Context: an optimization exercise on an open-source flow, tuned for small area, a short achievable clock period and few clock cycles. The choices shown serve that exercise and are no tape-out recipe. RTL that was checked went through simulation tests only; none was proved equivalent to the original. Power is estimated from default activity; no workload was simulated.

==> flow/design.v (excerpt) <==
module cpu(clk, reset, read_data, datapath_out, mem_cmd, mem_addr);
Size: ~1,600 cells after synthesis, ~240 flip-flops, ~45 I/O pins, about 0.013 mm² of cells after synthesis.
Settings: LEC_CHECK=0, ABC_AREA=1, CAP_MARGIN=20, CORE_MARGIN=2, CORE_UTILIZATION=40, CTS_CLUSTER_DIAMETER=150, CTS_CLUSTER_SIZE=22, SETUP_SLACK_MARGIN=2.9, SLEW_MARGIN=20, TNS_END_PERCENT=30; clock period 6.0 ns.
run.sh (not shown) runs the stock make flow with config.mk's settings and CLKGATE_MAP_FILE= SYNTH_SCRIPT=/design/flow/synth_recipe.tcl, a recipe that flattens the netlist after the stock synthesis.
The baseline finished clean.
Testbench counts at the start, summed over its fixed seeds: cycles 9,929.
Rerun with:
Settings changed: TNS_END_PERCENT 30 to default.
Outcome:
- The new run went through all stages and came out clean
- setup slack is better by 0.038 ns
- register-to-register slack is better by 0.07 ns
- core utilization is about the same
- clock-buffer cell count stays the same
- cell area stays flat
- power went up by 0.48%
Rerun with:
Settings changed: SETUP_SLACK_MARGIN 2.9 to 3.1.
After rerunning: Sequential share of layout area went down by 1.6 points. Synthesized cell count is unchanged. Flip-flop and latch count stays the same. Setup slack is better by 0.0098 ns. Worst hold slack loses 0.0036 ns. Core utilization rose by 1.8 points. Count of clock-buffer cells in the layout shrinks by 2. Synthesized area stays the same. Routed wire length increases by 4.6%.
Rerun with:
Settings changed: SETUP_SLACK_MARGIN 3.1 to 2.5.
After rerunning: First-iteration DRC count increases by roughly a tenth; register-to-register slack loses 0.38 ns; sequential power barely changes; total power decreases by a little under a tenth; sequential cell count is unchanged; design area decreases by a little under a tenth.

cpu, a different RTL version from the one above (not shown whole).
Size in the first run: about 45 I/O pins.
export LEC_CHECK = 0
export CAP_MARGIN = 20
export CORE_MARGIN = 2
export CORE_UTILIZATION = 40
export SLEW_MARGIN = 20
create_clock -name core_clock -period 6.0 [get_ports {clk}]
The starting point finished clean.
==> next run, changes <==
--- a/flow/config.mk
+++ b/flow/config.mk
@@ -10,2 +10,3 @@
 export CORE_UTILIZATION = 40
+export SETUP_SLACK_MARGIN = 2.5
 export SLEW_MARGIN = 20
Via count rose by 8.0%.
Non-clock buffer count rose by 94.
Die area is unchanged.
Area after synthesis does not change.
Maximum frequency rose by 28%.
Setup slack improves by 1.1 ns.
Power rose by 9.9%.
Clock-buffer cell count rose by 1.
Worst hold slack improves by 0.029 ns.
Register-to-register slack improves by 1.1 ns.
Function was not checked in any run of this note: the RTL went through the layout flow alone.

cpu, a different RTL version from the one above (not shown whole).
Size: ~1800 cells after synthesis, about 240 flip-flops.
clock: 6.0 ns
lec_check: 0
abc_area: 1
cap_margin: 20
core_margin: 2
core_utilization: 40
cts_cluster_diameter: 150
cts_cluster_size: 22
setup_slack_margin: 2.9
slew_margin: 20
Change:
Settings changed: PLACE_DENSITY from default to 0.75, SETUP_SLACK_MARGIN 2.9 to 3.0.
=> Non-clock buffer count goes up by 8; routed wire length goes down by 3.4%; total power goes up by 1.1%; setup slack gets better by 0.033 ns; clock power hardly moves; via count came out higher by 0.81%; worst hold slack is better by 0.0066 ns; final cell count increases by 0.35%; sequential cell count does not change; sequential power stays flat; global-route usage decreases by 0.82 points.
Function was not checked in any run of this note: the RTL went through the layout flow alone.

cpu, a different RTL version from the one above (not shown whole).
For scale: roughly 230 flip-flops, roughly 0.013 mm^2 of cells after synthesis.
==> flow/config.mk <==
export PLATFORM = sky130hd
export DESIGN_NAME = cpu
export DESIGN_NICKNAME = cpu
export VERILOG_FILES = /design/flow/design.v
export SDC_FILE = /design/flow/constraint.sdc
export NUM_CORES = 4
export LEC_CHECK = 0
export ABC_AREA = 1
export CAP_MARGIN = 20
export CORE_MARGIN = 2
export CORE_UTILIZATION = 40
export CTS_CLUSTER_DIAMETER = 150
export CTS_CLUSTER_SIZE = 22
export SETUP_SLACK_MARGIN = 3.1
export SLEW_MARGIN = 20
==> flow/constraint.sdc <==
create_clock -name core_clock -period 6.0 [get_ports {clk}]
set_input_delay 1.2000 -clock core_clock [delete_from_list [all_inputs] [get_ports {clk}]]
set_output_delay 1.2000 -clock core_clock [all_outputs]
set_load 0.01 [all_outputs]
Testbench counts at the start, summed over its fixed seeds: cycles 9,896.
Rerun with:
--- a/flow/config.mk
+++ b/flow/config.mk
@@ -13,3 +13,3 @@
 export CTS_CLUSTER_SIZE = 22
-export SETUP_SLACK_MARGIN = 3.1
+export SETUP_SLACK_MARGIN = 2.5
 export SLEW_MARGIN = 20
Outcome: Clock-buffer cell count stays the same. Core utilization goes down by 6.4 points. Design area is lower by 12%.
Rerun with:
--- a/flow/config.mk
+++ b/flow/config.mk
@@ -13,3 +13,3 @@
 export CTS_CLUSTER_SIZE = 22
-export SETUP_SLACK_MARGIN = 2.5
+export SETUP_SLACK_MARGIN = 2.8
 export SLEW_MARGIN = 20
After rerunning: Die area does not change. Synthesized area does not change. Maximum frequency came out higher by 8.3%. Design area came out higher by 4.5%. Critical path depth came out lower by 6. Power came out higher by 2.8%. Global-route usage came out higher by 0.52 points. Via count came out higher by 2.0%. Routed wire length came out higher by 2.6%. Worst setup slack improved by 260 ps.

Another version of the RTL of cpu (not shown whole).
For scale: about 1600 cells after synthesis, roughly 250 flip-flops, about 45 I/O pins, ~14000 um2 of cells after synthesis.
## cpu
module cpu(clk, reset, read_data, datapath_out, mem_cmd, mem_addr);
==> flow/config.mk <==
export PLATFORM = sky130hd
export DESIGN_NAME = cpu
export DESIGN_NICKNAME = cpu
export VERILOG_FILES = /design/flow/design.v
export SDC_FILE = /design/flow/constraint.sdc
export NUM_CORES = 4
export LEC_CHECK = 0
export ABC_AREA = 1
export CAP_MARGIN = 20
export CORE_MARGIN = 2
export CORE_UTILIZATION = 40
export CTS_CLUSTER_DIAMETER = 150
export CTS_CLUSTER_SIZE = 22
export SETUP_SLACK_MARGIN = 2.8
export SLEW_MARGIN = 20
==> flow/constraint.sdc <==
create_clock -name core_clock -period 6.0 [get_ports {clk}]
set_input_delay 1.2000 -clock core_clock [delete_from_list [all_inputs] [get_ports {clk}]]
set_output_delay 1.2000 -clock core_clock [all_outputs]
set_load 0.01 [all_outputs]
The first run finished clean.
==> next run, changes <==
Settings changed: SETUP_SLACK_MARGIN 2.8 to 3.0.
Combinational power rises by about 7%.
Flip-flop and latch count does not change.
Power climbs by about 2%.
Setup slack is better by 0.14 ns.
Via count increases by about 1.6%.
Area after synthesis is unchanged.
Final area goes up by about 1.2%.
Cell count is about the same.
Register-to-register slack gets better by 0.14 ns.
Clock-buffer cell count does not change.
Sequential power is about the same.
No functional check of the RTL was part of any run of this note.

## port drivers added, routing unchanged
In the flow no input, the clock included, has a driving cell. The finished layouts below were timed again as built, in two steps.
Step 1 (the two cells are an assumption about what drives the block):
set clk [get_ports {clk}]
set_driving_cell -lib_cell sky130_fd_sc_hd__clkbuf_16 $clk
set_driving_cell -lib_cell sky130_fd_sc_hd__buf_2 [delete_from_list [all_inputs] $clk]
Step 2 moves the port delays by t, midway between the first and last clock arrival at a register: inputs arrive t later, outputs are due t later. That takes back most of the time a late clock gives input paths.
Three values: no drivers, after step 1, after step 2; two values: the first two.
run | t (ns) | slack for setup (ns) | worst setup path after step 2 | slew at the worst register clock pin (ns)
the first run of note 1 | 0.536 | 2.893 / 2.882 / 2.893 | register to register | 0.10 / 0.10
the second run of note 1 | 0.534 | 2.931 / 2.885 / 2.963 | register to register | 0.10 / 0.10
the third run of note 1 | 0.551 | 2.940 / 2.891 / 3.058 | register to register | 0.11 / 0.11
the fourth run of note 1 | 0.540 | 2.674 / 2.623 / 2.684 | register to register | 0.10 / 0.10
the first run of note 2 | 0.499 | 0.845 / 0.845 / 0.556 | input to register | 0.09 / 0.09
the second run of note 2 | 0.486 | 1.981 / 1.981 / 1.579 | input to register | 0.08 / 0.08
the first run of note 3 | 0.542 | 2.996 / 2.996 / 2.888 | input to register | 0.10 / 0.10
the second run of note 3 | 0.538 | 3.029 / 3.029 / 2.861 | input to register | 0.10 / 0.10
the first run of note 4 | 0.536 | 2.896 / 2.844 / 2.585 | input to register | 0.11 / 0.11
the second run of note 4 | 0.539 | 2.579 / 2.541 / 2.111 | input to register | 0.11 / 0.11
the third run of note 4 | 0.540 | 2.842 / 2.792 / 2.326 | input to register | 0.11 / 0.11
the first run of note 5 | 0.556 | 2.857 / 2.857 / 2.642 | input to register | 0.11 / 0.11
the second run of note 5 | 0.556 | 3.001 / 3.001 / 2.755 | input to register | 0.11 / 0.11
After both steps every run listed still meets setup and hold. The setup slack of the third run of note 4, which loses most, moves by -0.050 ns with the drivers and by -0.516 ns with both steps.
